Context: an optimization exercise on an open-source flow, tuned for small area. The choices shown serve that exercise and are no tape-out recipe.
RTL that was checked went through simulation tests only; none was proved equivalent to the original.
For runs 4 to 7, only the layout was checked, not whether the RTL still works.
Power figures rest on the tool's default switching activity, not on a simulated workload.

==> flow/design.v <==
module datapath (datapath_in, vsel, asel, bsel, loada, loadb, loadc, loads,
                 writenum, write, readnum, clk, ALUop, shift, datapath_out, status);
  input  [15:0] datapath_in;
  input  [0:0]  vsel, asel, bsel, loada, loadb, loadc, loads;
  input  [2:0]  writenum;
  input  [0:0]  write;
  input  [2:0]  readnum;
  input  [0:0]  clk;
  input  [1:0]  ALUop;
  input  [1:0]  shift;
  output [15:0] datapath_out;
  output [0:0]  status;
  reg [15:0] R0, R1, R2, R3, R4, R5, R6, R7, A, B, C;
  reg        S;
  assign datapath_out = C;
  assign status = S;
  wire [7:0]  we, rs;
  wire [15:0] data_in;
  wire [15:0] rf, bb, alu, p, g;
  wire [16:0] cy;
  wire        zero;
  wire        t0, t1, t2, t3, nbi, sub, andop;
  wire [2:0] wn, rn;
  genvar k;
  generate
    for (k = 0; k < 3; k = k + 1) begin : dinv
      dp_inv iw (.a(writenum[k]), .y(wn[k]));
      dp_inv ir (.a(readnum[k]), .y(rn[k]));
    end
    for (k = 0; k < 8; k = k + 1) begin : dec
      dp_and4 dw (.a(write[0]), .b(k & 4 ? writenum[2] : wn[2]), .c(k & 2 ? writenum[1] : wn[1]),
                  .d(k & 1 ? writenum[0] : wn[0]), .y(we[k]));
      dp_and3 dr (.a(k & 4 ? readnum[2] : rn[2]), .b(k & 2 ? readnum[1] : rn[1]),
                  .c(k & 1 ? readnum[0] : rn[0]), .y(rs[k]));
    end
  endgenerate
  dp_ctl  ctl  (.ALUop(ALUop), .bsel(bsel[0]), .shift(shift), .t0(t0), .t1(t1),
                .t2(t2), .t3(t3), .nbi(nbi), .sub(sub), .andop(andop));
  always @(posedge clk) begin
    if (we[0]) R0 <= data_in;
    if (we[1]) R1 <= data_in;
    if (we[2]) R2 <= data_in;
    if (we[3]) R3 <= data_in;
    if (we[4]) R4 <= data_in;
    if (we[5]) R5 <= data_in;
    if (we[6]) R6 <= data_in;
    if (we[7]) R7 <= data_in;
    if (loada) A <= rf;
    if (loadb) B <= rf;
    if (loadc) C <= alu;
    if (loads) S <= zero;
  end
  assign cy[0] = sub;
  genvar i;
  generate
    for (i = 0; i < 16; i = i + 1) begin : sl
      wire dn;
      dp_mux2i dm (.a0(C[i]), .a1(datapath_in[i]), .s(vsel[0]), .y(dn));
      dp_inv   di (.a(dn), .y(data_in[i]));
      wire y1, y2;
      dp_aoi222 ra (.a1(rs[0]), .a2(R0[i]), .b1(rs[1]), .b2(R1[i]), .c1(rs[2]), .c2(R2[i]), .y(y1));
      dp_aoi222 rb (.a1(rs[3]), .a2(R3[i]), .b1(rs[4]), .b2(R4[i]), .c1(rs[5]), .c2(R5[i]), .y(y2));
      dp_rdtail rc (.y1(y1), .y2(y2), .a1(rs[6]), .a2(R6[i]), .b1(rs[7]), .b2(R7[i]), .y(rf[i]));
      if (i == 0) begin : b0
        dp_opb ob (.t0(t0), .t1(nbi), .t2(t2), .b(B[0]), .bl(datapath_in[0]), .br(B[1]),
                   .sub(sub), .bb(bb[0]));
      end else if (i < 5) begin : imm
        wire ns;
        dp_aoi222 sa (.a1(t0), .a2(B[i]), .b1(t1), .b2(B[i-1]), .c1(t2), .c2(B[i+1]), .y(ns));
        wire nd;
        dp_nand2  sd (.a(nbi), .b(datapath_in[i]), .y(nd));
        dp_immx   sb (.ns(ns), .nd(nd), .sub(sub), .bb(bb[i]));
      end else if (i < 15) begin : mid
        dp_opb ob (.t0(t0), .t1(t1), .t2(t2), .b(B[i]), .bl(B[i-1]), .br(B[i+1]),
                   .sub(sub), .bb(bb[i]));
      end else begin : hi
        dp_opb ob (.t0(t0), .t1(t1), .t2(t3), .b(B[15]), .bl(B[14]), .br(B[15]),
                   .sub(sub), .bb(bb[15]));
      end
      wire xn;
      dp_nand2 an (.a(asel[0]), .b(A[i]), .y(xn));
      dp_xor2  pp (.a(xn), .b(bb[i]), .y(p[i]));
      dp_nand3 gg (.a(asel[0]), .b(A[i]), .c(bb[i]), .y(g[i]));
      if (i % 2 == 1) begin : grp
        wire y1;
        if ((i / 2) % 2 == 0) begin : ev
          dp_res_c  r0 (.pn(p[i-1]), .c(cy[i-1]), .gn(g[i-1]), .andop(andop), .r(alu[i-1]));
          dp_hi_c   h1 (.pn0(p[i-1]), .gn0(g[i-1]), .c(cy[i-1]), .pn1(p[i]), .y(y1));
          if (i < 15) begin : nx
            wire pg, gg2;
            dp_gp_t  gp (.pn0(p[i-1]), .gn0(g[i-1]), .pn1(p[i]), .gn1(g[i]), .p(pg), .g(gg2));
            dp_cy_t  cc (.p(pg), .g(gg2), .c(cy[i-1]), .con(cy[i+1]));
          end
        end else begin : od
          dp_res_cn r0 (.pn(p[i-1]), .cn(cy[i-1]), .gn(g[i-1]), .andop(andop), .r(alu[i-1]));
          dp_hi_cn  h1 (.pn0(p[i-1]), .gn0(g[i-1]), .cn(cy[i-1]), .pn1(p[i]), .y(y1));
          if (i < 15) begin : nx
            wire pgn, ggn;
            dp_gp_n  gp (.pn0(p[i-1]), .gn0(g[i-1]), .pn1(p[i]), .gn1(g[i]), .pn(pgn), .gn(ggn));
            dp_cy_n  cc (.pn(pgn), .gn(ggn), .cn(cy[i-1]), .co(cy[i+1]));
          end
        end
        dp_mux2i m1 (.a0(y1), .a1(g[i]), .s(andop), .y(alu[i]));
      end
    end
  endgenerate
  wire [7:0] zp;
  wire [1:0] zq;
  generate
    for (k = 0; k < 8; k = k + 1) begin : zt
      dp_nor2 z0 (.a(alu[2*k]), .b(alu[2*k+1]), .y(zp[k]));
    end
  endgenerate
  dp_nand4 z1 (.a(zp[0]), .b(zp[1]), .c(zp[2]), .d(zp[3]), .y(zq[0]));
  dp_nand4 z2 (.a(zp[4]), .b(zp[5]), .c(zp[6]), .d(zp[7]), .y(zq[1]));
  dp_nor2  z3 (.a(zq[0]), .b(zq[1]), .y(zero));
endmodule
module dp_ctl (input [1:0] ALUop, input bsel, input [1:0] shift,
               output t0, t1, t2, t3, nbi, sub, andop);
  wire pass = ALUop[1] & ALUop[0];
  wire e = bsel & ~pass;
  assign t0 = e & ~shift[1] & ~shift[0];
  assign t1 = e & ~shift[1] & shift[0];
  assign t2 = e & shift[1];
  assign t3 = e & shift[1] & shift[0];
  assign nbi = ~bsel & ~pass;
  assign sub = ~ALUop[1] & ALUop[0];
  assign andop = ALUop[1] & ~ALUop[0];
endmodule
module dp_aoi222 (input a1, a2, b1, b2, c1, c2, output y);
  assign y = ~((a1 & a2) | (b1 & b2) | (c1 & c2));
endmodule
module dp_rdtail (input y1, y2, a1, a2, b1, b2, output y);
  assign y = ~(y1 & y2 & ~((a1 & a2) | (b1 & b2)));
endmodule
module dp_immx (input ns, nd, sub, output bb);
  assign bb = ~((ns & nd) ^ sub);
endmodule
module dp_opb (input t0, t1, t2, b, bl, br, sub, output bb);
  wire nbin = ~((t0 & b) | (t1 & bl) | (t2 & br));
  assign bb = ~(nbin ^ sub);
endmodule
module dp_nand2 (input a, b, output y);
  assign y = ~(a & b);
endmodule
module dp_nand3 (input a, b, c, output y);
  assign y = ~(a & b & c);
endmodule
module dp_and3 (input a, b, c, output y);
  assign y = a & b & c;
endmodule
module dp_xor2 (input a, b, output y);
  assign y = a ^ b;
endmodule
module dp_xnor2 (input a, b, output y);
  assign y = ~(a ^ b);
endmodule
module dp_inv (input a, output y);
  assign y = ~a;
endmodule
module dp_and4 (input a, b, c, d, output y);
  assign y = a & b & c & d;
endmodule
module dp_mux2i (input a0, a1, s, output y);
  assign y = ~(s ? a1 : a0);
endmodule
module dp_nor2 (input a, b, output y);
  assign y = ~(a | b);
endmodule
module dp_res_c (input pn, c, gn, andop, output r);
  assign r = andop ? ~gn : ~(pn ^ c);
endmodule
module dp_res_cn (input pn, cn, gn, andop, output r);
  assign r = andop ? ~gn : (pn ^ cn);
endmodule
module dp_hi_c (input pn0, gn0, c, pn1, output y);
  wire c1 = ~gn0 | (~pn0 & c);
  assign y = pn1 ^ c1;
endmodule
module dp_hi_cn (input pn0, gn0, cn, pn1, output y);
  wire c1 = ~gn0 | (~pn0 & ~cn);
  assign y = pn1 ^ c1;
endmodule
module dp_gp_t (input pn0, gn0, pn1, gn1, output p, g);
  assign p = ~(pn0 | pn1);
  assign g = ~((pn1 | gn0) & gn1);
endmodule
module dp_gp_n (input pn0, gn0, pn1, gn1, output pn, gn);
  assign pn = pn0 | pn1;
  assign gn = (pn1 | gn0) & gn1;
endmodule
module dp_cy_t (input p, g, c, output con);
  assign con = ~(g | (p & c));
endmodule
module dp_cy_n (input pn, gn, cn, output co);
  assign co = ~((pn | cn) & gn);
endmodule
module dp_nand4 (input a, b, c, d, output y);
  assign y = ~(a & b & c & d);
endmodule
==> flow/run.sh <==
#!/bin/bash
# synth_recipe.tcl (not shown) runs the flow's synth.tcl, then flattens the netlist and writes it again
# the make line also repeats each setting of config.mk as NAME=value (left out here)
make -C /OpenROAD-flow-scripts/flow DESIGN_CONFIG=/design/flow/config.mk WORK_HOME=/design/flow/orfs CLKGATE_MAP_FILE= SYNTH_SCRIPT=/design/flow/synth_recipe.tcl finish
==> flow/config.mk <==
export PLATFORM = sky130hd
export DESIGN_NAME = datapath
export DESIGN_NICKNAME = datapath
export VERILOG_FILES = /design/flow/design.v
export SDC_FILE = /design/flow/constraint.sdc
export NUM_CORES = 4
export LEC_CHECK = 0
export CAP_MARGIN = 0
export CORE_MARGIN = 2
export CORE_UTILIZATION = 60
export CTS_BUF_LIST = sky130_fd_sc_hd__clkbuf_8
export GPL_TIMING_DRIVEN = 0
export SLEW_MARGIN = 0
export SYNTH_HIERARCHICAL = 1
export TNS_END_PERCENT = 0
==> flow/constraint.sdc <==
create_clock -name core_clock -period 5.0 [get_ports {clk}]
set_input_delay 1.0000 -clock core_clock [delete_from_list [all_inputs] [get_ports {clk}]]
set_output_delay 1.0000 -clock core_clock [all_outputs]
set_load 0.01 [all_outputs]
==> impl_metrics.py, run 1 <==
metrics = {
    "run_status": {
        "status": "no timing/DRC/antenna violations",
    },
    "setup_path": {
        "timing.rr.end": "S",
        "startpoint": "ALUop[1]",
        "cp-start-kind": "input pin",
        "timing.rr.start": "B[1]",
        "path_class": "in -> reg",
        "worstRegToRegCells": 18,
        "cp.required_ps": 5210,
        "cp-end-kind": "flip-flop",
        "r2r_slack_ps": 1470,
        "crit_fanout": 16,
        "worstPathArrival_ps": 4880,
    },
    "sta": {
        "fmax_mhz": 213.8,
        "tns_ps": 0,
        "slew_headroom_pct": 29.50,
        "fin_crit_ps": 4678,
        "fin_crit_sh_pct": 93.56,
        "rsz0062_at_grt": "false",
        "finalHoldViolations": 0,
        "setup_viol": 0,
        "worst_slack_ps": 322.2,
        "drv_slew": 0,
        "tightest_slew_ps": 1054,
        "fin_worst_skew_ps": 9.678,
    },
    "placement": {
        "dpl_worst_slack_ps": -520.8,
        "io_buffers": 51,
        "place_area_sq_um": 8154,
        "dp.cells": 686,
        "gp_congestion": 0.7916,
        "dp_hpwl_um": 9839,
    },
    "hold_path": {
        "hold_path_end": "B[3]",
        "hold_class": "reg -> reg",
        "hp-start": "R4[3]",
        "min_path_cells": 2,
    },
    "cells_and_area": {
        "final-instance-count-excl-fill": 721,
        "fillers": 812,
        "drive_gt1_share_pct": 9.946,
        "fin_area_sq_um": 8563,
        "area_growth_pct": 15.20,
        "nNetsFinal": 577,
        "register_area_sq_um": 5315,
        "multi_input_area_sq_um": 2048,
        "antenna_cells": 0,
    },
    "cts": {
        "insertion_delay_ps": 440,
        "htreeDepth": 4,
        "numCtsBuffers": 17,
        "clock-sinks": 177,
        "cts_tree": "yes",
        "clk_path_buf_depth": 2,
        "ctsRootBufferMaster": "clkbuf_8",
        "clk_pin_slew_ps": 90,
    },
    "yosys": {
        "yosysUniqueCellTypes": 23,
        "synthAdderAreaFrac_pct": 0,
        "synth_top_family_by_area": "compound AO/OA/AOI/OAI gates",
        "synth_area_leaders": "edfxtp_1, a222oi_1, mux2i_1, xor2_1, nand3_1",
        "ys.flop_type": "edfxtp_1",
        "synth_xor_area_share_pct": 5.656,
        "synthCells": 467,
        "synth_top_area_share_pct": 71.50,
        "synth_mux_area_share_pct": 4.309,
        "synth_edf_count": 177,
        "synth_most_common_cell": "edfxtp_1",
        "synth.net_count": 502,
        "syn_area_sq_um": 7433,
        "synthSimpleGateAreaFrac_pct": 6.884,
        "yosysSeqAreaShare_pct": 71.50,
        "yosysWarnings": 7,
        "avgSynthCellArea_sq_um": 15.92,
        "synth_top_area_cell": "edfxtp_1",
        "synth_common_cells": "edfxtp_1, a222oi_1, mux2i_1, nand3_1, xor2_1",
        "synth-compound-area-share_pct": 10.33,
        "synth-seq-cells": 177,
        "async_flop_share_pct": 0,
    },
    "flow_run": {
        "max_cap_viol_count": 0,
    },
    "grt": {
        "grt_pass1_wl_um": 23450,
        "track_usage_pct": 24.65,
        "grt_pass1_vias": 4232,
        "grt_start_max_net_pins": 33,
        "grt_overflow": 0,
        "antenna_found_initial": 0,
    },
    "route": {
        "vias_per_cell": 6.266,
        "dr.pass1.iters": 6,
        "wl_per_cell_um": 21.97,
        "drt_iter0_drc": 689,
        "wl_um": 15840,
        "drc": 0,
        "drtAntennaViolNets": 0,
        "vias": 4518,
    },
    "power_and_ir_drop": {
        "ir_worst_vdd_v": 0.0002774,
        "power.density_nw_per_um2": 362.1,
        "leakagePower_nw": 2.940,
        "report.power.total_mw": 3.101,
    },
    "die": {
        "dieArea_sq_um": 13300,
        "io_pins": 52,
        "num_rows": 40,
        "start_util_pct": 61.63,
        "fp.coreArea_sq_um": 12060,
        "die_w_um": 115.3,
        "die_h_um": 115.3,
    },
}
[routing by layer]
| metal | track usage [%] | vias up | part of all wire, % |
|---|---|---|---|
| li1 | - | 2071 | - |
| met1 | 35.30 | 2241 | 44 |
| met2 | 38.56 | 191 | 48 |
| met3 | 5.166 | 15 | 6.7 |
| met4 | 7.711 | 0 | 0.75 |
| met5 | 0 | - | 0 |
[worst max path at each step]
stage	slack (ps)	end	depth (start not counted)
6_report	320	S	21
3_3_place_gp	-390	S	21
3_5_place_dp	-520	S	21
4_1_cts	10	S	21
2_1_floorplan	630	S	20
5_1_grt	60	S	21
[metrics by stage]
step / utilization [%] / hold WS [ps]
2_1_floorplan: - / 534.9
3_5_place_dp: 67.60 / 567.0
4_1_cts: 70.46 / 583.1
5_1_grt: 71.00 / 609.3
3_3_place_gp: 67.60 / 555.5
6_report: 71.00 / 574.4
[layout make-up]
| cell class | count | share of cell area [%] |
|---|---|---|
| inverters | 26 | 1.140 |
| well taps | 168 | 2.455 |
| repair buffers | 56 | 6.400 |
| flip-flops and latches | 177 | 62.07 |
| multi-input cells | 264 | 23.92 |
| clock inverters | 13 | 1.286 |
| clock buffers | 17 | 2.732 |
[where the power goes]
part           internal (mW)  switching, mW
registers               1.76         0.0366
logic                  0.184          0.269
clock network          0.350          0.506
[Yosys stat by module, one instance, submodules excluded, excerpt]
module | copies in the design | cell area [sq um] | cells inside | flip-flops and latches
dp_cy_n | 3 | 5.005 | 1 | 0
dp_opb | 12 | 18.77 | 2 | 0
dp_nand2 | 20 | 3.754 | 1 | 0
dp_nor2 | 9 | 3.754 | 1 | 0
dp_mux2i | 24 | 10.01 | 1 | 0
datapath | 1 | 5315 | 177 | 177
dp_gp_t | 4 | 8.758 | 2 | 0
dp_res_cn | 4 | 18.77 | 2 | 0
dp_xor2 | 16 | 8.758 | 1 | 0
dp_gp_n | 3 | 13.76 | 2 | 0
dp_inv | 22 | 3.754 | 1 | 0
dp_ctl | 1 | 66.31 | 8 | 0
dp_nand3 | 16 | 5.005 | 1 | 0
[kinds of logic after synthesis]
group	Yosys count
xor+xnor	48
flops	177
mux	32
simple gates	97
buf+inv	26
compound gates	87
[sequential cells by signal, summed over array words and instances (netlist names)]
signal	cells
R5	16
R1	16
S	1
R7	16
A	16
R2	16
R4	16
R6	16
R0	16
B	16
C	16
R3	16
[critical path, cell delays in order]
cell             delay [ps]
clkdlybuf4s50_1         540
nand2_2                  90
and4bb_2                340
a222oi_1                380
nand2_1                 140
xor2_2                  210
xor2_2                  210
o21ai_1                 120
a21oi_2                 170
o21ai_2                 110
a21oi_2                 230
o21ai_2                 120
a21oi_2                 240
o21ai_2                 130
a21oi_2                 220
o21ai_2                  90
xor2_1                  140
mux2i_1                 160
nor2_1                   90
nand4_1                 110
nor2_1                   50
[placed cells by master, fill, tap and decap left out, types with 3 or more instances in the layout]
cell,count
a21oi_2,4
a222oi_1,48
a22oi_1,16
and3_1,8
and4_1,9
buf_4,5
clkbuf_8,17
clkdlybuf4s50_1,51
edfxtp_1,177
inv_1,26
inv_6,3
mux2i_1,32
nand2_1,24
nand3_1,32
nor2_1,13
o21a_1,3
o21ai_1,4
o21ai_2,11
or2_1,3
xnor2_1,16
xor2_1,30
[timing repair]
action,in CTS,in global routing
hold buffers,0,0
endpoints found under the setup margin,1,2
setup buffers,0,5
pin swaps,0,5
gates resized for setup,1,6
==> run 2, diff against run 1 <==
--- a/flow/design.v
+++ b/flow/design.v
@@ -22,4 +22,7 @@
   wire        t0, t1, t2, t3, nbi, sub, andop;
   wire [2:0] wn, rn;
+  wire [1:0] wh;      
+  dp_and2 wh0 (.a(write[0]), .b(wn[2]), .y(wh[0]));
+  dp_and2 wh1 (.a(write[0]), .b(writenum[2]), .y(wh[1]));
   genvar k;
   generate
@@ -29,6 +32,6 @@
     end
     for (k = 0; k < 8; k = k + 1) begin : dec
-      dp_and4 dw (.a(write[0]), .b(k & 4 ? writenum[2] : wn[2]), .c(k & 2 ? writenum[1] : wn[1]),
-                  .d(k & 1 ? writenum[0] : wn[0]), .y(we[k]));
+      dp_and3 dw (.a(wh[k >> 2]), .b(k & 2 ? writenum[1] : wn[1]),
+                  .c(k & 1 ? writenum[0] : wn[0]), .y(we[k]));
       dp_and3 dr (.a(k & 4 ? readnum[2] : rn[2]), .b(k & 2 ? readnum[1] : rn[1]),
                   .c(k & 1 ? readnum[0] : rn[0]), .y(rs[k]));
@@ -105,14 +108,5 @@
     end
   endgenerate
-  wire [7:0] zp;
-  wire [1:0] zq;
-  generate
-    for (k = 0; k < 8; k = k + 1) begin : zt
-      dp_nor2 z0 (.a(alu[2*k]), .b(alu[2*k+1]), .y(zp[k]));
-    end
-  endgenerate
-  dp_nand4 z1 (.a(zp[0]), .b(zp[1]), .c(zp[2]), .d(zp[3]), .y(zq[0]));
-  dp_nand4 z2 (.a(zp[4]), .b(zp[5]), .c(zp[6]), .d(zp[7]), .y(zq[1]));
-  dp_nor2  z3 (.a(zq[0]), .b(zq[1]), .y(zero));
+  dp_zero zr (.r(alu), .zero(zero));
 endmodule
 module dp_ctl (input [1:0] ALUop, input bsel, input [1:0] shift,
@@ -159,6 +153,6 @@
   assign y = ~a;
 endmodule
-module dp_and4 (input a, b, c, d, output y);
-  assign y = a & b & c & d;
+module dp_and2 (input a, b, output y);
+  assign y = a & b;
 endmodule
 module dp_mux2i (input a0, a1, s, output y);
@@ -196,5 +190,5 @@
   assign co = ~((pn | cn) & gn);
 endmodule
-module dp_nand4 (input a, b, c, d, output y);
-  assign y = ~(a & b & c & d);
+module dp_zero (input [15:0] r, output zero);
+  assign zero = ~|r;
 endmodule
--- a/flow/config.mk
+++ b/flow/config.mk
@@ -7,4 +7,5 @@
 export LEC_CHECK = 0
 export CAP_MARGIN = 0
+export CORE_ASPECT_RATIO = 0.6
 export CORE_MARGIN = 2
 export CORE_UTILIZATION = 60
==> run 2 against run 1 <==
Effect of this change: still clean on timing, DRC and antenna; setup slack got worse by 200 ps; sequential power about the same; synthesized area decreased by 0.27%; final area grew 2.0%; first-iteration DRC count fell by 5.2%; cell count stayed put; maximum frequency is 4.1% lower; via count is 3.3% higher; clock power is 19% higher; sequential share of layout area is 1.2 points lower; non-clock buffer count grew 5.
==> impl_metrics.py, run 2 <==
metrics = {
    "run_status": {
        "status": "no timing/DRC/antenna violations",
    },
    "cts": {
        "htreeDepth": 4,
        "ctsRootBufferMaster": "clkbuf_8",
        "clk_path_buf_depth": 2,
        "numCtsBuffers": 17,
        "insertion_delay_ps": 440,
        "cts_tree": "yes",
        "clock-sinks": 177,
        "clk_pin_slew_ps": 110,
        "postCtsHoldBufs": 0,
    },
    "yosys": {
        "yosysUniqueCellTypes": 24,
        "syn_area_sq_um": 7413,
        "synth-seq-cells": 177,
        "synth_area_leaders": "edfxtp_1, a222oi_1, mux2i_1, xor2_1, nand3_1",
        "synth_common_cells": "edfxtp_1, a222oi_1, mux2i_1, nand3_1, xor2_1",
        "synth_most_common_cell": "edfxtp_1",
        "synth.net_count": 498,
        "ys.flop_type": "edfxtp_1",
        "yosysWarnings": 7,
        "synth_edf_count": 177,
        "async_flop_share_pct": 0,
        "avgSynthCellArea_sq_um": 16.01,
        "synthCells": 463,
        "synth_top_area_share_pct": 71.70,
        "yosysSeqAreaShare_pct": 71.70,
        "synth_top_area_cell": "edfxtp_1",
    },
    "route": {
        "drt_iter0_drc": 653,
        "vias": 4665,
        "drtAntennaViolNets": 0,
        "wl_per_cell_um": 24.06,
        "drc": 0,
        "dr.pass1.iters": 8,
        "vias_per_cell": 6.470,
        "wl_um": 17350,
    },
    "sta": {
        "setup_viol": 0,
        "fmax_mhz": 204.9,
        "slew_headroom_pct": 20.57,
        "finalHoldViolations": 0,
        "fin_worst_skew_ps": 20.71,
        "worst_slack_ps": 120.7,
        "whs_ps": 610.3,
        "fin_crit_sh_pct": 97.59,
        "tightest_slew_ps": 1189,
        "fin_crit_ps": 4879,
        "drv_slew": 0,
    },
    "setup_path": {
        "critPathMaxStageDelay_ps": 600,
        "cp-end-kind": "flip-flop",
        "cp.required_ps": 5320,
        "crit_fanout": 5,
        "slowest_stage": "a21oi_1",
        "path_cells": "clkdlybuf4s50_1 > a21oi_1 > a222oi_1 > xnor2_1 > nand3_1 > o21ai_1 > a21oi_2 > o21ai_4 > buf_12 > a21oi_4 > o21ai_4 > a21oi_2 > o21ai_2 > a21oi_2 > o21ai_2 > xor2_1 > mux2i_1 > nor4_4 > and4_1",
        "cp-start-kind": "input pin",
        "worstPathArrival_ps": 5200,
        "path_class": "in -> reg",
        "crit_top_cell": "a21oi_2",
        "r2r_slack_ps": 1020,
    },
    "cells_and_area": {
        "multi_input_area_sq_um": 2085,
        "area_growth_pct": 17.77,
        "register_area_sq_um": 5315,
        "final-instance-count-excl-fill": 721,
        "final_common_cell": "edfxtp_1",
        "fillers": 801,
        "antenna_cells": 0,
        "nNetsFinal": 578,
        "drive_gt1_share_pct": 12.05,
        "final_cell_mix": "edfxtp_1, a222oi_1, clkdlybuf4s50_1, mux2i_1, nand3_1",
    },
    "placement": {
        "io_buffers": 51,
        "gp_congestion": 0.8211,
        "dpl_worst_slack_ps": -1356,
        "dp.cells": 679,
        "dp_hpwl_um": 11290,
    },
    "die": {
        "dieArea_sq_um": 13290,
        "start_util_pct": 61.46,
        "io_pins": 52,
        "num_rows": 31,
        "fp.coreArea_sq_um": 12060,
        "die_w_um": 147.5,
        "die_h_um": 90.10,
    },
    "grt": {
        "grt_start_max_net_pins": 33,
        "grt_overflow": 0,
        "antenna_found_initial": 0,
        "grt_pass1_wl_um": 26430,
        "track_usage_pct": 27.18,
        "grt_pass1_vias": 4661,
    },
    "power_and_ir_drop": {
        "power.density_nw_per_um2": 379.3,
        "ir_worst_vdd_v": 0.0002089,
        "leakagePower_nw": 3.058,
    },
    "hold_path": {
        "hold_class": "reg -> reg",
    },
    "flow_run": {
        "max_cap_viol_count": 0,
    },
}
-- run 2: power by group --
group	switching, mW	leakage [nW]	total, mW	internal (mW)
Combinational	0.300	1.19	0.497	0.197
Clock	0.550	0.212	1.02	0.472
Sequential	0.0369	1.66	1.79	1.76
-- run 2: worst max-delay path, delay by kind of cell --
kind	cells	cell delay, ps
AO/OA/AOI/OAI	11	2200
XOR/XNOR	2	420
buffers and inverters	2	650
multiplexers	1	130
AND/OR/NAND/NOR	3	760
-- run 2: final timing paths --
path,startpoint,endpoint,cells past startpoint
worst min register to register,R4[10],B[10],2
worst min-delay path,R4[10],B[10],2
worst max register to register,B[3],S,17
worst max-delay path,bsel[0],S,19
-- run 2: Yosys stat by module, one instance, submodules excluded, a selection --
module | area [sq um] | flip-flops and latches | times used
dp_ctl | 66.31 | 0 | 1
dp_res_cn | 18.77 | 0 | 4
dp_hi_cn | 17.52 | 0 | 4
dp_mux2i | 10.01 | 0 | 24
dp_cy_t | 8.758 | 0 | 4
dp_gp_t | 8.758 | 0 | 4
dp_nand3 | 5.005 | 0 | 16
-- run 2: metrics by stage --
stage	total power [mW]	cell area [sq um]	TNS, ps	utilization (%)
floorplan	2.073	7413	0	-
global placement	2.253	8130	-3028	67.40
detailed placement	2.274	8130	-3997	67.40
CTS	3.295	8608	0	71.36
global route	3.430	8731	-24.63	72.38
finish	3.312	8731	0	72.38
-- run 2: cell type report --
class / instances / area share (%)
Multi-Input combinational cell: 260 / 23.88
Clock buffer: 17 / 2.680
Inverter: 26 / 1.118
Clock inverter: 15 / 2.150
Tap cell: 165 / 2.365
Timing Repair Buffer: 61 / 6.936
Sequential cell: 177 / 60.88
-- run 2: cell families (layout without fill, tap and decap cells) --
logic type	count (synthesis)	in the layout	synth area share [%]
AO/OA/AOI/OAI	87	87	10.36
AND/OR/NAND/NOR	93	93	6.633
XOR/XNOR	48	48	5.671
flip-flops	177	177	71.70
buffers and inverters	26	119	1.316
multiplexers	32	32	4.321
-- run 2: what timing repair did --
| item | 4_1_cts | 5_1_grt |
|---|---|---|
| resized for setup | 8 | 12 |
| endpoints found under the setup margin | 5 | 1 |
| pin swaps | 6 | 9 |
| setup buffers | 3 | 7 |
-- run 2: per-layer routing --
layer	vias up	routed length, um	GRT usage (%)
li1	2064	-	-
met1	2316	6964	39.23
met2	259	8068	41.28
met3	26	2038	7.563
met4	0	279	7.452
met5	-	0	0
==> run 3, diff against run 2 <==
--- a/flow/config.mk
+++ b/flow/config.mk
@@ -7,5 +7,4 @@
 export LEC_CHECK = 0
 export CAP_MARGIN = 0
-export CORE_ASPECT_RATIO = 0.6
 export CORE_MARGIN = 2
 export CORE_UTILIZATION = 60
==> run 3 against run 2 <==
Effect of this change: still clean on timing, DRC and antenna; cell count down 3.6%; critical path depth up 1; clock skew is 9.9 ps lower; flip-flop and latch count stayed put; wire length decreased by 8.5%; register-to-register slack gained 320 ps.
==> impl_metrics.py, run 3 <==
metrics = {
    "grt": {
        "antenna_found_initial": 0,
        "track_usage_pct": 25.16,
        "grt_overflow": 0,
        "grt_start_max_net_pins": 33,
        "grt_pass1_vias": 4470,
        "grt_pass1_wl_um": 23890,
    },
    "sta": {
        "finalHoldViolations": 0,
        "drv_slew": 0,
        "worst_slack_ps": 233.7,
        "slew_headroom_pct": 25.98,
        "setup_viol": 0,
        "whs_ps": 585.7,
        "tns_ps": 0,
        "fin_worst_skew_ps": 10.83,
        "fin_crit_sh_pct": 95.33,
        "tightest_slew_ps": 1107,
        "fmax_mhz": 209.8,
        "fin_crit_ps": 4766,
    },
    "placement": {
        "dp.cells": 661,
        "place_area_sq_um": 8108,
        "gp_congestion": 0.8196,
        "dpl_worst_slack_ps": -745.0,
        "dp_hpwl_um": 10230,
        "io_buffers": 51,
    },
    "route": {
        "dr_wl_met2_um": 7847,
        "vias": 4464,
        "wl_um": 15870,
        "wl_per_cell_um": 22.84,
        "vias_per_cell": 6.423,
        "drc": 0,
        "wl_met3_um": 920,
        "drtAntennaViolNets": 0,
        "drt_iter0_drc": 544,
        "top_layer_used": "met4",
        "drt-met1-wl_um": 6878,
        "dr.pass1.iters": 6,
    },
    "cts": {
        "insertion_delay_ps": 450,
        "clk_path_buf_depth": 2,
        "clock-sinks": 177,
        "numCtsBuffers": 17,
        "clk_pin_slew_ps": 80,
        "htreeDepth": 4,
        "cts_tree": "yes",
        "ctsRootBufferMaster": "clkbuf_8",
        "postCtsHoldBufs": 0,
    },
    "flow_run": {
        "max_cap_viol_count": 0,
    },
    "yosys": {
        "synthCells": 463,
        "yosysWarnings": 7,
        "avgSynthCellArea_sq_um": 16.01,
        "yosysSeqAreaShare_pct": 71.70,
        "yosysUniqueCellTypes": 24,
        "synth_top_area_share_pct": 71.70,
        "synth_top_area_cell": "edfxtp_1",
        "synth_edf_count": 177,
        "ys.flop_type": "edfxtp_1",
        "async_flop_share_pct": 0,
        "synth_common_cells": "edfxtp_1, a222oi_1, mux2i_1, nand3_1, xor2_1",
        "synth-seq-cells": 177,
        "synth.net_count": 498,
        "synth_area_leaders": "edfxtp_1, a222oi_1, mux2i_1, xor2_1, nand3_1",
        "synth_most_common_cell": "edfxtp_1",
        "syn_area_sq_um": 7413,
    },
    "cells_and_area": {
        "final-instance-count-excl-fill": 695,
        "area_growth_pct": 14.95,
        "drive_gt1_share_pct": 9.854,
        "fillers": 809,
        "fin_area_sq_um": 8522,
        "antenna_cells": 0,
        "final_cell_mix": "edfxtp_1, clkdlybuf4s50_1, a222oi_1, mux2i_1, nand3_1",
        "nNetsFinal": 572,
        "final_common_cell": "edfxtp_1",
    },
    "setup_path": {
        "worstPathArrival_ps": 4980,
        "crit_family": "compound AO/OA/AOI/OAI gates",
        "path_cells": "clkdlybuf4s50_1 > nand2_2 > and4bb_2 > a222oi_1 > nand2_1 > xor2_2 > xor2_1 > nor2_1 > a21oi_2 > o21ai_4 > a21oi_4 > o21ai_2 > a21oi_2 > o21ai_2 > a21oi_2 > o21ai_2 > xor2_1 > mux2i_1 > nor4_2 > and4_1",
        "cp.required_ps": 5210,
        "cp-end-kind": "flip-flop",
        "crit_fanout": 16,
        "slowest_stage": "clkdlybuf4s50_1",
        "critPathMaxStageDelay_ps": 530,
        "path_class": "in -> reg",
        "cp-start-kind": "input pin",
        "path_buf_inv": 1,
    },
    "die": {
        "num_rows": 40,
        "io_pins": 52,
        "die_w_um": 115.2,
        "dieArea_sq_um": 13260,
        "start_util_pct": 61.72,
        "fp.coreArea_sq_um": 12010,
        "die_h_um": 115.2,
    },
    "power_and_ir_drop": {
        "leakagePower_nw": 2.965,
        "power.density_nw_per_um2": 364.2,
        "ir_worst_vdd_v": 0.0002583,
    },
    "hold_path": {
        "hold_class": "reg -> reg",
    },
    "run_status": {
        "status": "no timing/DRC/antenna violations",
    },
}
-- run 3: cell counts after synthesis --
No cell type changed its count.
-- run 3: power by group --
part | switching, mW | internal [mW] | total, mW
clock network | 0.472 | 0.380 | 0.852
logic | 0.272 | 0.184 | 0.456
registers | 0.0395 | 1.76 | 1.80
-- run 3: worst paths after layout --
kind              slack, ps  cells past startpoint    to      from
hold reg to reg         590                      2  A[0]     R6[0]
hold / removal          590                      2  A[0]     R6[0]
setup / recovery        230                     20     S  ALUop[1]
setup reg to reg       1340                     17     S      B[1]
-- run 3: cell type report --
class                           count  area [sq um]  area share [%]
Sequential cell                   177          5315           62.37
Inverter                           26         97.59           1.145
Clock buffer                       17         234.0           2.746
Timing Repair Buffer               55         540.5           6.343
Multi-Input combinational cell    260          2052           24.08
Tap cell                          147         183.9           2.158
Clock inverter                     13         98.84           1.160
-- run 3: per-module statistics from Yosys, one instance, submodules excluded, a selection --
| module | flip-flops and latches | area [sq um] | copies in the design | cells |
|---|---|---|---|---|
| datapath | 177 | 5315 | 1 | 177 |
| dp_ctl | 0 | 66.31 | 1 | 8 |
| dp_zero | 0 | 33.78 | 1 | 5 |
| dp_hi_c | 0 | 21.27 | 4 | 3 |
| dp_res_c | 0 | 18.77 | 4 | 2 |
| dp_res_cn | 0 | 18.77 | 4 | 2 |
| dp_opb | 0 | 18.77 | 12 | 2 |
| dp_rdtail | 0 | 12.51 | 16 | 2 |
| dp_mux2i | 0 | 10.01 | 24 | 1 |
| dp_aoi222 | 0 | 10.01 | 36 | 1 |
| dp_xor2 | 0 | 8.758 | 16 | 1 |
| dp_gp_t | 0 | 8.758 | 4 | 2 |
| dp_and3 | 0 | 6.256 | 16 | 1 |
| dp_cy_n | 0 | 5.005 | 3 | 1 |
| dp_inv | 0 | 3.754 | 22 | 1 |
| dp_nand2 | 0 | 3.754 | 20 | 1 |
-- run 3: through the flow --
step / total power, mW / util, %
final: 3.104 / 70.95
after global routing: 3.231 / 70.95
after global placement: 2.246 / 67.50
after CTS: 3.104 / 70.49
after detailed placement: 2.263 / 67.50
after floorplan: 2.073 / -
-- run 3: what timing repair did --
item | 4_1_cts | 5_1_grt
cloned | 0 | 0
setup endpoints to repair | 1 | 1
pin swaps | 2 | 3
buffers inserted | 2 | 2
resized for setup | 4 | 7
-- run 3: tightest hold or removal path, stage by stage, from the launching register on --
cell	delay [ps]
edfxtp_1	330
a22oi_1	60
nand3_1	90
-- run 3: layer usage --
layer / track usage, % / vias to the layer above
li1: - / 2049
met3: 5.061 / 21
met1: 34.67 / 2241
met4: 9.478 / 0
met5: 0 / -
met2: 40.31 / 153
-- run 3: logic make-up (layout without fill, tap and decap cells) --
family | after synthesis | in the layout | synth area share [%]
AOI/OAI and AO/OA | 87 | 87 | 10.36
xor gates and xnor gates | 48 | 48 | 5.671
buffers and inverters | 26 | 111 | 1.316
DFF | 177 | 177 | 71.70
muxes | 32 | 32 | 4.321
and+or+nand+nor | 93 | 93 | 6.633
==> run 4, diff against run 3 <==
--- a/flow/design.v
+++ b/flow/design.v
@@ -58,7 +58,8 @@
   generate
     for (i = 0; i < 16; i = i + 1) begin : sl
-      wire dn;
-      dp_mux2i dm (.a0(C[i]), .a1(datapath_in[i]), .s(vsel[0]), .y(dn));
-      dp_inv   di (.a(dn), .y(data_in[i]));
+      wire cn, dn;
+      dp_inv   ci (.a(C[i]), .y(cn));
+      dp_nand2 dd (.a(vsel[0]), .b(datapath_in[i]), .y(dn));
+      dp_o21ai dm (.a1(vsel[0]), .a2(cn), .b1(dn), .y(data_in[i]));
       wire y1, y2;
       dp_aoi222 ra (.a1(rs[0]), .a2(R0[i]), .b1(rs[1]), .b2(R1[i]), .c1(rs[2]), .c2(R2[i]), .y(y1));
@@ -156,4 +157,7 @@
   assign y = a & b;
 endmodule
+module dp_o21ai (input a1, a2, b1, output y);
+  assign y = ~((a1 | a2) & b1);
+endmodule
 module dp_mux2i (input a0, a1, s, output y);
   assign y = ~(s ? a1 : a0);
==> run 4 against run 3 <==
Effect of this change: register-to-register slack gained 30 ps; synthesized cell count is 3.5% higher; flip-flop and latch count unchanged; critical path depth unchanged; cell count rose by 2.9%; critical endpoint unchanged; highest routed layer unchanged.
==> impl_metrics.py, run 4 <==
metrics = {
    "yosys": {
        "synth-seq-cells": 177,
        "synth_edf_count": 177,
        "yosysUniqueCellTypes": 24,
        "synth_top_area_share_pct": 71.89,
        "synth.net_count": 514,
        "ys.flop_type": "edfxtp_1",
        "synth_top_area_cell": "edfxtp_1",
        "synthCells": 479,
        "yosysSeqAreaShare_pct": 71.89,
        "avgSynthCellArea_sq_um": 15.43,
        "synth_most_common_cell": "edfxtp_1",
        "yosysWarnings": 7,
        "syn_area_sq_um": 7393,
        "synth_common_cells": "edfxtp_1, a222oi_1, nand2_1",
        "synth_area_leaders": "edfxtp_1, a222oi_1, xor2_1, mux2i_1, nand3_1",
        "async_flop_share_pct": 0,
    },
    "setup_path": {
        "cp.required_ps": 5210,
        "crit_fanout": 15,
        "worstPathArrival_ps": 4950,
        "path_class": "in -> reg",
        "cp-end-kind": "flip-flop",
        "cp-start-kind": "input pin",
    },
    "hold_path": {
        "hold_class": "reg -> reg",
    },
    "power_and_ir_drop": {
        "netSwitchingFraction_pct": 27.48,
        "ir_worst_vdd_v": 0.0002711,
        "power_frac_seq_pct": 56.3,
        "power.internal_mw": 2.309,
        "power.density_nw_per_um2": 371.9,
        "clkPwrFrac_pct": 29.6,
        "share_comb_of_total_power_pct": 14.1,
        "p_sw_mw": 0.8749,
        "leakagePower_nw": 2.943,
        "report.power.total_mw": 3.184,
    },
    "route": {
        "drt_iter0_drc": 511,
        "wl_um": 16310,
        "dr_wl_met2_um": 7973,
        "vias_per_cell": 6.361,
        "wl_met3_um": 1398,
        "top_layer_used": "met4",
        "wl_per_cell_um": 22.81,
        "dr.pass1.iters": 6,
        "vias": 4548,
        "drtAntennaViolNets": 0,
        "drc": 0,
        "drt-met1-wl_um": 6674,
    },
    "run_status": {
        "status": "no timing/DRC/antenna violations",
    },
    "placement": {
        "gp_congestion": 0.7884,
        "io_buffers": 51,
        "dpl_worst_slack_ps": -737.2,
        "dp.cells": 677,
        "dp_hpwl_um": 10300,
    },
    "cells_and_area": {
        "final_cell_mix": "edfxtp_1, clkdlybuf4s50_1, a222oi_1, nand2_1",
        "area_growth_pct": 15.79,
        "final-instance-count-excl-fill": 715,
        "nNetsFinal": 590,
        "post-route-util_pct": 71.27,
        "final_common_cell": "edfxtp_1",
        "antenna_cells": 0,
        "register_area_sq_um": 5315,
        "drive_gt1_share_pct": 10.39,
        "multi_input_area_sq_um": 2003,
        "fillers": 806,
    },
    "sta": {
        "fin_crit_sh_pct": 94.85,
        "slew_headroom_pct": 12.98,
        "tightest_slew_ps": 1301,
        "fin_worst_skew_ps": 14.37,
        "fmax_mhz": 210.9,
        "setup_viol": 0,
        "finalHoldViolations": 0,
        "fin_crit_ps": 4742,
        "drv_slew": 0,
        "worst_slack_ps": 257.5,
    },
    "cts": {
        "numCtsBuffers": 17,
        "clk_path_buf_depth": 2,
        "clock-sinks": 177,
        "cts_tree": "yes",
        "clk_pin_slew_ps": 90,
        "insertion_delay_ps": 450,
        "htreeDepth": 4,
        "postCtsHoldBufs": 0,
        "ctsRootBufferMaster": "clkbuf_8",
    },
    "grt": {
        "grt_pass1_vias": 4395,
        "grt_start_max_net_pins": 33,
        "antenna_found_initial": 0,
        "grt_pass1_wl_um": 24630,
        "track_usage_pct": 25.89,
        "grt_overflow": 0,
    },
    "flow_run": {
        "max_cap_viol_count": 0,
    },
    "die": {
        "dieArea_sq_um": 13230,
        "start_util_pct": 61.55,
        "num_rows": 40,
        "die_w_um": 115.0,
        "fp.coreArea_sq_um": 12010,
        "io_pins": 52,
        "die_h_um": 115.0,
    },
}
## run 4: kinds of logic (layout without fill, tap and decap cells)
group	count (synthesis)	count (layout)	share of synthesized area, %
XOR/XNOR	48	48	5.686
AND/OR/NAND/NOR	109	109	7.463
flip-flops	177	177	71.89
buffers and inverters	26	115	1.320
multiplexers	16	16	2.166
AO/OA/AOI/OAI	103	103	11.47
## run 4: power by group through the flow
| stage | sequential (mW) | clock [mW] | combinational (mW) |
|---|---|---|---|
| CTS | 1.79 | 0.961 | 0.433 |
| floorplan | 1.82 | 0 | 0.245 |
| global route | 1.80 | 1.02 | 0.492 |
| detailed placement | 1.82 | 0 | 0.428 |
| finish | 1.79 | 0.941 | 0.449 |
| global placement | 1.82 | 0 | 0.413 |
## run 4: metrics by stage
step                      hold slack, ps  TNS [ps]  instance area, sq um
after floorplan                    534.9         0                  7393
after global placement             551.9    -964.4                  8088
after detailed placement           569.8     -1288                  8088
after CTS                          599.2         0                  8512
after global routing               625.7    -45.68                  8561
final                              598.3         0                  8561
## run 4: cell type report
| cell class | instances | area share, % |
|---|---|---|
| Timing Repair Buffer | 57 | 6.489 |
| Clock buffer | 17 | 2.733 |
| Multi-Input combinational cell | 276 | 23.40 |
| Clock inverter | 15 | 2.002 |
| Inverter | 26 | 1.140 |
| Sequential cell | 177 | 62.09 |
| Tap cell | 147 | 2.148 |
## run 4: routing by layer
metal  track usage, %  vias up
met1            35.24     2208
met3            6.168       20
met2            41.76      206
li1                 -     2114
met4            8.675        0
met5                0        -
## run 4: timing repair
item	in CTS	in global routing
resized for setup	4	3
hold endpoints to repair	0	0
pin swaps	2	4
setup buffers	1	5
setup endpoints to repair	1	2
## run 4: per-module statistics from Yosys, one instance, submodules excluded, a selection
| module | cell area (sq um) | copies in the design |
|---|---|---|
| dp_immx | 12.51 | 4 |
| dp_hi_cn | 17.52 | 4 |
| dp_o21ai | 5.005 | 16 |
| dp_zero | 33.78 | 1 |
| dp_inv | 3.754 | 22 |
| dp_nand3 | 5.005 | 16 |
| dp_gp_n | 13.76 | 3 |
| dp_mux2i | 10.01 | 8 |
| dp_xor2 | 8.758 | 16 |
| dp_nand2 | 3.754 | 36 |
| dp_rdtail | 12.51 | 16 |
| dp_cy_n | 5.005 | 3 |
| dp_aoi222 | 10.01 | 36 |
| dp_ctl | 66.31 | 1 |
| dp_and3 | 6.256 | 16 |
## run 4: final timing paths
kind	end	from	cells after the start	slack [ps]
max	S	ALUop[1]	20	260
min	A[3]	R4[3]	2	600
max reg2reg	S	B[1]	17	1370
min reg2reg	A[3]	R4[3]	2	600
## run 4: critical path, cell delays in order
cell             delay [ps]
clkdlybuf4s50_1         530
nand2_2                  80
and4b_1                 370
a222oi_1                330
nand2_1                 110
xor2_1                  200
xor2_1                  270
nor2_1                  110
a21oi_2                 230
o21ai_2                 120
a21oi_2                 210
o21ai_2                 110
a21oi_2                 190
o21ai_2                 120
a21oi_2                 210
o21ai_2                  90
xor2_1                  140
mux2i_1                 230
nor4_2                   80
and4_1                  190
==> run 5, diff against run 4 <==
--- a/flow/config.mk
+++ b/flow/config.mk
@@ -8,5 +8,5 @@
 export CAP_MARGIN = 0
 export CORE_MARGIN = 2
-export CORE_UTILIZATION = 60
+export CORE_UTILIZATION = 58
 export CTS_BUF_LIST = sky130_fd_sc_hd__clkbuf_8
 export GPL_TIMING_DRIVEN = 0
==> run 5 against run 4 <==
Effect of this change: still clean on timing, DRC and antenna; utilization down 2.5 points; sequential share of layout area fell by 0.32 points; final area up 0.51%; non-clock buffer count is 2 lower; synthesized area is the same; sequential power hardly changed; clock power increased by 6%; setup slack improved by 31 ps; first-iteration DRC count increased by 13%; synthesized cell count is the same; maximum frequency is 0.66% higher; largest power group unchanged.
==> impl_metrics.py, run 5 <==
metrics = {
    "run_status": {
        "status": "no timing/DRC/antenna violations",
    },
    "yosys": {
        "synth.net_count": 514,
        "synth_most_common_cell": "edfxtp_1",
        "avgSynthCellArea_sq_um": 15.43,
        "yosysSeqAreaShare_pct": 71.89,
        "yosysWarnings": 7,
        "synth-seq-cells": 177,
        "yosysUniqueCellTypes": 24,
        "synth_top_area_share_pct": 71.89,
        "synthCells": 479,
        "synth_edf_count": 177,
        "async_flop_share_pct": 0,
        "ys.flop_type": "edfxtp_1",
        "synth_common_cells": "edfxtp_1, a222oi_1, nand2_1",
        "syn_area_sq_um": 7393,
        "synth_area_leaders": "edfxtp_1, a222oi_1, xor2_1, mux2i_1, nand3_1",
        "synth_top_area_cell": "edfxtp_1",
    },
    "sta": {
        "fmax_mhz": 212.2,
        "fin_crit_sh_pct": 94.23,
        "fin_worst_skew_ps": 13.21,
        "finalHoldViolations": 0,
        "tightest_slew_ps": 1304,
        "fin_crit_ps": 4711,
        "slew_headroom_pct": 12.82,
        "setup_viol": 0,
        "drv_slew": 0,
    },
    "grt": {
        "grt_pass1_vias": 4236,
        "grt_overflow": 0,
        "antenna_found_initial": 0,
        "grt_start_max_net_pins": 33,
        "grt_pass1_wl_um": 23110,
        "track_usage_pct": 24.31,
    },
    "route": {
        "vias_per_cell": 6.103,
        "wl_per_cell_um": 21.49,
        "drt_iter0_drc": 577,
        "dr.pass1.iters": 5,
        "vias": 4486,
        "drc": 0,
        "drtAntennaViolNets": 0,
        "wl_um": 15800,
    },
    "placement": {
        "gp_congestion": 0.8125,
        "place_area_sq_um": 8119,
        "dp.cells": 702,
        "io_buffers": 51,
        "dp_hpwl_um": 10100,
    },
    "setup_path": {
        "path_class": "in -> reg",
        "crit_fanout": 15,
        "critPathMaxStageDelay_ps": 530,
        "startpoint": "ALUop[1]",
        "worstPathArrival_ps": 5030,
        "path_cells": "clkdlybuf4s50_1 > nand2_2 > and3_2 > a222oi_1 > nand2_1 > xor2_2 > xor2_2 > nor2_1 > a21oi_2 > o21ai_2 > a21oi_2 > o21ai_2 > a21oi_2 > o21ai_2 > a21oi_2 > o21ai_2 > xor2_1 > mux2i_1 > nor4_2 > and4_1",
        "cp-start-kind": "input pin",
        "cp.required_ps": 5320,
        "slowest_stage": "clkdlybuf4s50_1",
        "cp-end-kind": "flip-flop",
        "timing.rr.start": "B[1]",
    },
    "cts": {
        "htreeDepth": 4,
        "clock-sinks": 177,
        "cts_tree": "yes",
        "numCtsBuffers": 17,
        "insertion_delay_ps": 450,
        "clk_pin_slew_ps": 90,
        "ctsRootBufferMaster": "clkbuf_8",
        "postCtsHoldBufs": 0,
        "clk_path_buf_depth": 2,
    },
    "power_and_ir_drop": {
        "leakagePower_nw": 2.950,
        "power.density_nw_per_um2": 376.6,
        "ir_worst_vdd_v": 0.0002869,
        "report.power.total_mw": 3.241,
    },
    "die": {
        "io_pins": 52,
        "num_rows": 41,
        "dieArea_sq_um": 13670,
        "die_h_um": 116.9,
        "fp.coreArea_sq_um": 12520,
        "die_w_um": 116.9,
        "start_util_pct": 59.07,
    },
    "cells_and_area": {
        "register_area_sq_um": 5315,
        "final_common_cell": "edfxtp_1",
        "drive_gt1_share_pct": 10.12,
        "final_cell_mix": "edfxtp_1, clkdlybuf4s50_1, a222oi_1, nand2_1, nand3_1",
        "antenna_cells": 0,
        "area_growth_pct": 16.38,
        "post-route-util_pct": 68.74,
        "fin_area_sq_um": 8605,
        "final-instance-count-excl-fill": 735,
        "fillers": 901,
        "nNetsFinal": 588,
        "multi_input_area_sq_um": 2023,
    },
    "flow_run": {
        "max_cap_viol_count": 0,
    },
    "hold_path": {
        "hp-start": "R6[2]",
        "hold_class": "reg -> reg",
    },
}
-- run 5: cell counts after synthesis --
Identical to the previous run, type by type.
-- run 5: final timing paths --
kind / end / slack [ps] / cells after the start
worst min register to register: B[2] / 590 / 2
worst min-delay path: B[2] / 590 / 2
worst max-delay path: S / 290 / 20
worst max register to register: S / 1370 / 17
-- run 5: final cells by class --
cell class                 instances  share of cell area, %
inverter                          26                  1.134
sequential                       177                  61.77
timing repair buffer              55                  6.282
clock inverter                    12                  2.079
clock buffer                      17                  2.719
multi-input combinational        276                  23.51
tap                              172                  2.501
-- run 5: modules after synthesis (local to each module, per instance), excerpt --
module	flops+latches	times used	area, sq um
datapath	177	1	5315
dp_mux2i	0	8	10.01
dp_ctl	0	1	66.31
dp_gp_t	0	4	8.758
dp_o21ai	0	16	5.005
dp_aoi222	0	36	10.01
-- run 5: logic make-up after synthesis --
kind of cell    after synthesis  share of synthesized area, %
xor+xnor                     48                         5.686
buf+inv                      26                         1.320
mux                          16                         2.166
flops                       177                         71.89
compound gates              103                         11.47
simple gates                109                         7.463
-- run 5: power by group --
part / leakage, nW / internal [mW] / switching (mW) / total (mW)
sequential: 1.66 / 1.75 / 0.0400 / 1.79
combinational: 1.08 / 0.179 / 0.267 / 0.446
clock: 0.213 / 0.503 / 0.501 / 1.00
-- run 5: routing by layer --
metal	global-route usage (%)	up-vias	wire [um]	share of wire, %
li1	-	2106	-	-
met5	0	-	0	0
met3	5.098	23	1151	7.3
met1	33.62	2172	6857	43
met2	38.23	185	7516	48
met4	10.12	0	271	1.7
-- run 5: worst max-delay path, delay by kind of cell --
| family | cells | cell delay [ps] |
|---|---|---|
| xor+xnor | 3 | 560 |
| buf+inv | 1 | 530 |
| mux | 1 | 110 |
| compound gates | 9 | 1570 |
| simple gates | 6 | 1250 |
-- run 5: repair_timing --
action	in CTS	in global routing
setup endpoints to repair	1	1
resized for setup	4	7
gates cloned	0	0
pin swaps	4	5
setup buffers	2	2
-- run 5: stage by stage --
stage / worst slack, ps / TNS (ps) / hold slack [ps]
final: 288.5 / 0 / 593.6
after global routing: -31.53 / -31.53 / 621.8
after CTS: 28.98 / 0 / 593.9
after detailed placement: -725.0 / -1432 / 566.2
after global placement: -612.0 / -908.3 / 551.1
after floorplan: 550.3 / 0 / 534.9
==> run 6, diff against run 5 <==
--- a/flow/config.mk
+++ b/flow/config.mk
@@ -8,5 +8,5 @@
 export CAP_MARGIN = 0
 export CORE_MARGIN = 2
-export CORE_UTILIZATION = 58
+export CORE_UTILIZATION = 62
 export CTS_BUF_LIST = sky130_fd_sc_hd__clkbuf_8
 export GPL_TIMING_DRIVEN = 0
==> run 6 against run 5 <==
Effect of this change: non-clock buffer count decreased by 2; maximum frequency decreased by 0.57%; first-iteration DRC count decreased by 12%; register-to-register slack got worse by 20 ps; via count increased by 2.6%; final area decreased by 1.0%; cell count decreased by 3.8%; clock power decreased by 4%; count of clock-buffer cells in the layout unchanged; hold slack got worse by 3.2 ps; largest power group unchanged.
==> impl_metrics.py, run 6 <==
metrics = {
    "power_and_ir_drop": {
        "ir_worst_vdd_v": 0.0003394,
        "netSwitchingFraction_pct": 25.57,
        "leakagePower_nw": 2.916,
        "power_frac_seq_pct": 56.2,
        "power.density_nw_per_um2": 374.6,
        "clkPwrFrac_pct": 30.1,
        "p_sw_mw": 0.8161,
        "power.internal_mw": 2.375,
        "share_comb_of_total_power_pct": 13.7,
    },
    "cells_and_area": {
        "fillers": 738,
        "nNetsFinal": 586,
        "drive_gt1_share_pct": 9.397,
        "antenna_cells": 0,
        "area_growth_pct": 15.21,
        "final_cell_mix": "edfxtp_1, clkdlybuf4s50_1, a222oi_1, nand2_1, nand3_1",
        "final-instance-count-excl-fill": 707,
        "final_common_cell": "edfxtp_1",
    },
    "route": {
        "drtAntennaViolNets": 0,
        "wl_per_cell_um": 22.66,
        "drc": 0,
        "wl_um": 16020,
        "drt_iter0_drc": 507,
        "dr.pass1.iters": 17,
        "vias": 4602,
        "vias_per_cell": 6.509,
    },
    "run_status": {
        "status": "no timing/DRC/antenna violations",
    },
    "placement": {
        "gp_congestion": 0.8187,
        "dp.cells": 673,
        "dp_hpwl_um": 10250,
        "io_buffers": 51,
    },
    "hold_path": {
        "hold_class": "reg -> reg",
        "min_path_cells": 2,
        "hold_path_end": "A[13]",
        "hp-start": "R4[13]",
    },
    "yosys": {
        "avgSynthCellArea_sq_um": 15.43,
        "synth_top_area_cell": "edfxtp_1",
        "async_flop_share_pct": 0,
        "ys.flop_type": "edfxtp_1",
        "synth_area_leaders": "edfxtp_1, a222oi_1, xor2_1, mux2i_1, nand3_1",
        "yosysSeqAreaShare_pct": 71.89,
        "synth_most_common_cell": "edfxtp_1",
        "synth_common_cells": "edfxtp_1, a222oi_1, nand2_1",
        "yosysUniqueCellTypes": 24,
        "synth_edf_count": 177,
        "syn_area_sq_um": 7393,
        "synth.net_count": 514,
        "yosysWarnings": 7,
        "synth_top_area_share_pct": 71.89,
        "synth-seq-cells": 177,
        "synthCells": 479,
    },
    "flow_run": {
        "max_cap_viol_count": 0,
    },
    "die": {
        "fp.coreArea_sq_um": 11520,
        "die_w_um": 113.2,
        "num_rows": 39,
        "dieArea_sq_um": 12810,
        "start_util_pct": 64.20,
        "die_h_um": 113.2,
        "io_pins": 52,
    },
    "setup_path": {
        "worstRegToRegCells": 17,
        "slowest_stage": "clkdlybuf4s50_1",
        "timing.rr.end": "S",
        "crit_top_cell": "o21ai_2",
        "cp-start-kind": "input pin",
        "critPathMaxStageDelay_ps": 530,
        "cp.required_ps": 5320,
        "path_cells": "clkdlybuf4s50_1 > nand2_2 > and3_2 > a222oi_1 > nand2_1 > xor2_2 > xor2_1 > o21ai_1 > a21oi_2 > o21ai_2 > a21oi_2 > o21ai_2 > a21oi_2 > o21ai_2 > inv_1 > o21ai_2 > xor2_1 > mux2i_1 > nor4_1 > and4_1",
        "worstPathArrival_ps": 5060,
        "crit_fanout": 15,
        "cp-end-kind": "flip-flop",
        "path_class": "in -> reg",
        "r2r_slack_ps": 1350,
        "timing.rr.start": "B[1]",
    },
    "grt": {
        "grt_overflow": 0,
        "antenna_found_initial": 0,
        "grt_start_max_net_pins": 33,
        "grt_pass1_vias": 4419,
        "grt_pass1_wl_um": 24250,
        "track_usage_pct": 26.05,
    },
    "sta": {
        "tightest_slew_ps": 1352,
        "fin_crit_ps": 4738,
        "drv_slew": 0,
        "setup_viol": 0,
        "finalHoldViolations": 0,
        "fin_crit_sh_pct": 94.77,
        "rsz0062_at_grt": "false",
        "slew_headroom_pct": 9.572,
        "fmax_mhz": 211.0,
        "tns_ps": 0,
        "fin_worst_skew_ps": 8.606,
    },
    "cts": {
        "numCtsBuffers": 17,
        "clk_pin_slew_ps": 90,
        "clock-sinks": 177,
        "clk_path_buf_depth": 2,
        "insertion_delay_ps": 450,
        "ctsRootBufferMaster": "clkbuf_8",
        "htreeDepth": 4,
        "cts_tree": "yes",
    },
}
[run 6: cell counts after synthesis]
Identical to the previous run, type by type.
[run 6: routing by layer]
layer  global-route usage (%)  wire, um
met5                        0         0
met4                    8.943       289
met3                    6.052      1299
met2                    41.84      7833
met1                    35.68      6595
[run 6: critical path: cells and delay by family]
kind / cells / cell delay, ps
xor+xnor: 3 / 550
simple gates: 5 / 1110
mux: 1 / 120
compound gates: 9 / 1660
buf+inv: 2 / 610
[run 6: metrics by stage]
step	power, mW	worst slack (ps)	area (sq um)	hold slack (ps)	util, %
2_1_floorplan	2.063	550.3	7393	534.9	-
3_3_place_gp	2.235	-627.8	8083	550.4	70.19
3_5_place_dp	2.252	-681.5	8083	570.1	70.19
4_1_cts	3.203	69.65	8491	593.5	73.73
5_1_grt	3.311	6.342	8518	633.2	73.97
6_report	3.191	261.6	8518	590.5	73.97
[run 6: worst max path at each step]
stage                        start  end  depth (start not counted)
after floorplan           ALUop[1]    S                         19
after detailed placement  ALUop[0]    S                         20
final                     ALUop[0]    S                         20
after CTS                 ALUop[0]    S                         20
after global placement    ALUop[1]    S                         20
after global routing      ALUop[0]    S                         20
[run 6: power by group through the flow]
stage | clock, mW | sequential, mW | combinational [mW]
floorplan | 0 | 1.82 | 0.245
global placement | 0 | 1.82 | 0.411
detailed placement | 0 | 1.83 | 0.427
CTS | 0.976 | 1.79 | 0.433
global route | 1.03 | 1.80 | 0.476
finish | 0.959 | 1.79 | 0.438
[run 6: modules after synthesis, one instance, submodules excluded, excerpt]
module | times used | flip-flops and latches | cells
dp_cy_t | 4 | 0 | 1
dp_and3 | 16 | 0 | 1
dp_o21ai | 16 | 0 | 1
dp_gp_t | 4 | 0 | 2
datapath | 1 | 177 | 177
dp_nand3 | 16 | 0 | 1
dp_hi_cn | 4 | 0 | 2
dp_opb | 12 | 0 | 2
dp_immx | 4 | 0 | 2
dp_zero | 1 | 0 | 5
dp_res_c | 4 | 0 | 2
dp_res_cn | 4 | 0 | 2
dp_rdtail | 16 | 0 | 2
dp_aoi222 | 36 | 0 | 1
dp_and2 | 2 | 0 | 1
[run 6: cell type report]
class / instances / area [sq um] / share of cell area (%)
clock buffer: 17 / 234.0 / 2.747
clock inverter: 15 / 155.1 / 1.821
inverter: 26 / 97.59 / 1.146
multi-input combinational: 276 / 2012 / 23.62
sequential: 177 / 5315 / 62.40
tap: 143 / 178.9 / 2.100
timing repair buffer: 53 / 525.5 / 6.169
[run 6: cells by family (layout without fill, tap and decap cells)]
logic type,after synthesis,after routing,synth area share (%)
buf+inv,26,111,1.320
mux,16,16,2.166
xor+xnor,48,48,5.686
flops,177,177,71.89
simple gates,109,109,7.463
compound gates,103,103,11.47
[run 6: timing repair]
item / 4_1_cts / 5_1_grt
resized for setup: 4 / 5
setup buffers: 1 / 1
endpoints found under the setup margin: 1 / 1
endpoints found under the hold margin: 0 / 0
pin swaps: 2 / 3
hold buffers: 0 / 0
==> run 7, diff against run 6 <==
--- a/flow/config.mk
+++ b/flow/config.mk
@@ -8,7 +8,8 @@
 export CAP_MARGIN = 0
 export CORE_MARGIN = 2
-export CORE_UTILIZATION = 62
+export CORE_UTILIZATION = 60
 export CTS_BUF_LIST = sky130_fd_sc_hd__clkbuf_8
 export GPL_TIMING_DRIVEN = 0
+export PLACE_DENSITY = 0.65
 export SLEW_MARGIN = 0
 export SYNTH_HIERARCHICAL = 1
==> run 7 against run 6 <==
Effect of this change: still clean; non-clock buffer count rose by 4; largest cell class unchanged; global-route usage down 0.16 points; synthesized cell count stayed put; die area increased by 3.2%; flip-flop and latch count unchanged; sequential power is essentially flat; first-iteration DRC count increased by 0.79%; critical path depth did not move.
==> impl_metrics.py, run 7 <==
metrics = {
    "run_status": {
        "status": "no timing/DRC/antenna violations",
    },
    "cells_and_area": {
        "drive_gt1_share_pct": 10.39,
        "final_cell_mix": "edfxtp_1, clkdlybuf4s50_1, a222oi_1, nand2_1",
        "antenna_cells": 0,
        "area_growth_pct": 15.79,
        "fillers": 806,
        "final_common_cell": "edfxtp_1",
        "nNetsFinal": 590,
    },
    "yosys": {
        "synth-seq-cells": 177,
        "synthCells": 479,
        "avgSynthCellArea_sq_um": 15.43,
        "synth_top_area_share_pct": 71.89,
        "yosysUniqueCellTypes": 24,
        "yosysWarnings": 7,
        "synth_area_leaders": "edfxtp_1, a222oi_1, xor2_1, mux2i_1, nand3_1",
        "synth_top_area_cell": "edfxtp_1",
        "yosysSeqAreaShare_pct": 71.89,
        "async_flop_share_pct": 0,
        "synth_edf_count": 177,
        "synth_common_cells": "edfxtp_1, a222oi_1, nand2_1",
        "syn_area_sq_um": 7393,
        "synth_most_common_cell": "edfxtp_1",
        "synth.net_count": 514,
        "ys.flop_type": "edfxtp_1",
    },
    "route": {
        "drtAntennaViolNets": 0,
        "wl_per_cell_um": 22.81,
        "vias": 4548,
        "wl_um": 16310,
        "dr.pass1.iters": 6,
        "drt_iter0_drc": 511,
        "drc": 0,
        "vias_per_cell": 6.361,
    },
    "sta": {
        "fin_worst_skew_ps": 14.37,
        "drv_slew": 0,
        "whs_ps": 598.3,
        "tns_ps": 0,
        "tightest_slew_ps": 1301,
        "finalHoldViolations": 0,
        "fin_crit_ps": 4742,
        "setup_viol": 0,
        "slew_headroom_pct": 12.98,
        "fmax_mhz": 210.9,
        "fin_crit_sh_pct": 94.85,
        "worst_slack_ps": 257.5,
    },
    "power_and_ir_drop": {
        "p_sw_mw": 0.8749,
        "power.density_nw_per_um2": 371.9,
        "ir_worst_vdd_v": 0.0002711,
        "power.internal_mw": 2.309,
        "report.power.total_mw": 3.184,
        "power_frac_seq_pct": 56.3,
        "netSwitchingFraction_pct": 27.48,
        "clkPwrFrac_pct": 29.6,
        "share_comb_of_total_power_pct": 14.1,
        "leakagePower_nw": 2.943,
    },
    "setup_path": {
        "crit_family": "compound AO/OA/AOI/OAI gates",
        "worstPathArrival_ps": 4950,
        "path_cells": "clkdlybuf4s50_1 > nand2_2 > and4b_1 > a222oi_1 > nand2_1 > xor2_1 > xor2_1 > nor2_1 > a21oi_2 > o21ai_2 > a21oi_2 > o21ai_2 > a21oi_2 > o21ai_2 > a21oi_2 > o21ai_2 > xor2_1 > mux2i_1 > nor4_2 > and4_1",
        "critPathMaxStageDelay_ps": 530,
        "cp.required_ps": 5210,
        "path_buf_inv": 1,
        "slowest_stage": "clkdlybuf4s50_1",
        "path_class": "in -> reg",
        "cp-start-kind": "input pin",
        "crit_fanout": 15,
        "cp-end-kind": "flip-flop",
    },
    "die": {
        "start_util_pct": 61.55,
        "fp.coreArea_sq_um": 12010,
        "io_pins": 52,
        "die_h_um": 115.0,
        "dieArea_sq_um": 13230,
        "num_rows": 40,
        "die_w_um": 115.0,
    },
    "cts": {
        "htreeDepth": 4,
        "ctsRootBufferMaster": "clkbuf_8",
        "clk_path_buf_depth": 2,
        "insertion_delay_ps": 450,
        "numCtsBuffers": 17,
        "clock-sinks": 177,
        "clk_pin_slew_ps": 90,
        "cts_tree": "yes",
    },
    "grt": {
        "grt_overflow": 0,
        "grt_pass1_vias": 4395,
        "antenna_found_initial": 0,
        "grt_start_max_net_pins": 33,
        "grt_pass1_wl_um": 24630,
        "track_usage_pct": 25.89,
    },
    "placement": {
        "io_buffers": 51,
        "dpl_worst_slack_ps": -737.2,
        "dp_hpwl_um": 10300,
        "gp_congestion": 0.7884,
    },
    "flow_run": {
        "max_cap_viol_count": 0,
    },
    "hold_path": {
        "hold_class": "reg -> reg",
    },
}
-- run 7: logic make-up (layout without fill, tap and decap cells) --
kind of cell	Yosys count	after routing	share of synthesized area [%]
XOR/XNOR	48	48	5.686
multiplexers	16	16	2.166
buffers and inverters	26	115	1.320
AO/OA/AOI/OAI	103	103	11.47
flip-flops	177	177	71.89
AND/OR/NAND/NOR	109	109	7.463
-- run 7: tightest hold or removal path, stage by stage (launching register included) --
cell and delay (ps):
edfxtp_1 340, a222oi_1 60, nand3_1 90
-- run 7: final cells by class --
class / instances / area (sq um) / area share, %
inverter: 26 / 97.59 / 1.140
multi-input combinational: 276 / 2003 / 23.40
clock inverter: 15 / 171.4 / 2.002
timing repair buffer: 57 / 555.5 / 6.489
tap: 147 / 183.9 / 2.148
clock buffer: 17 / 234.0 / 2.733
sequential: 177 / 5315 / 62.09
-- run 7: power groups by stage --
stage          clock network [mW]  logic [mW]  registers [mW]
2_1_floorplan                   0       0.245            1.82
3_3_place_gp                    0       0.413            1.82
3_5_place_dp                    0       0.428            1.82
4_1_cts                     0.961       0.433            1.79
5_1_grt                      1.02       0.492            1.80
6_report                    0.941       0.449            1.79
-- run 7: per-layer routing --
metal  wire (um)  up-vias  part of all wire [%]  track usage, %
li1            -     2114                     -               -
met1        6674     2208                    41           35.24
met2        7973      206                    49           41.76
met3        1398       20                   8.6           6.168
met4         262        0                   1.6           8.675
met5           0        -                     0               0
-- run 7: through the flow --
step	instances	cell area (sq um)	utilization (%)
6_report	715	8561	71.27
5_1_grt	715	8561	71.27
4_1_cts	710	8512	70.86
3_5_place_dp	677	8088	67.33
3_3_place_gp	677	8088	67.33
2_1_floorplan	479	7393	-
-- run 7: Yosys stat by module (local to each module, per instance), a selection --
module	flops+latches	area (sq um)	cells	copies in the design
dp_opb	0	18.77	2	12
dp_hi_c	0	21.27	3	4
dp_ctl	0	66.31	8	1
dp_nand2	0	3.754	1	36
dp_hi_cn	0	17.52	2	4
dp_cy_n	0	5.005	1	3
dp_res_cn	0	18.77	2	4
dp_rdtail	0	12.51	2	16
-- run 7: repair_timing --
item	CTS	global route
buffers inserted	1	5
gates resized for setup	4	3
hold buffers	0	0
setup endpoints to repair	1	2
pin swaps	2	4
-- run 7: path summary, 6_finish.rpt --
path,from,to,slack (ps),cells past startpoint
hold reg to reg,R4[3],A[3],600,2
setup / recovery,ALUop[1],S,260,20
hold / removal,R4[3],A[3],600,2
setup reg to reg,B[1],S,1370,17
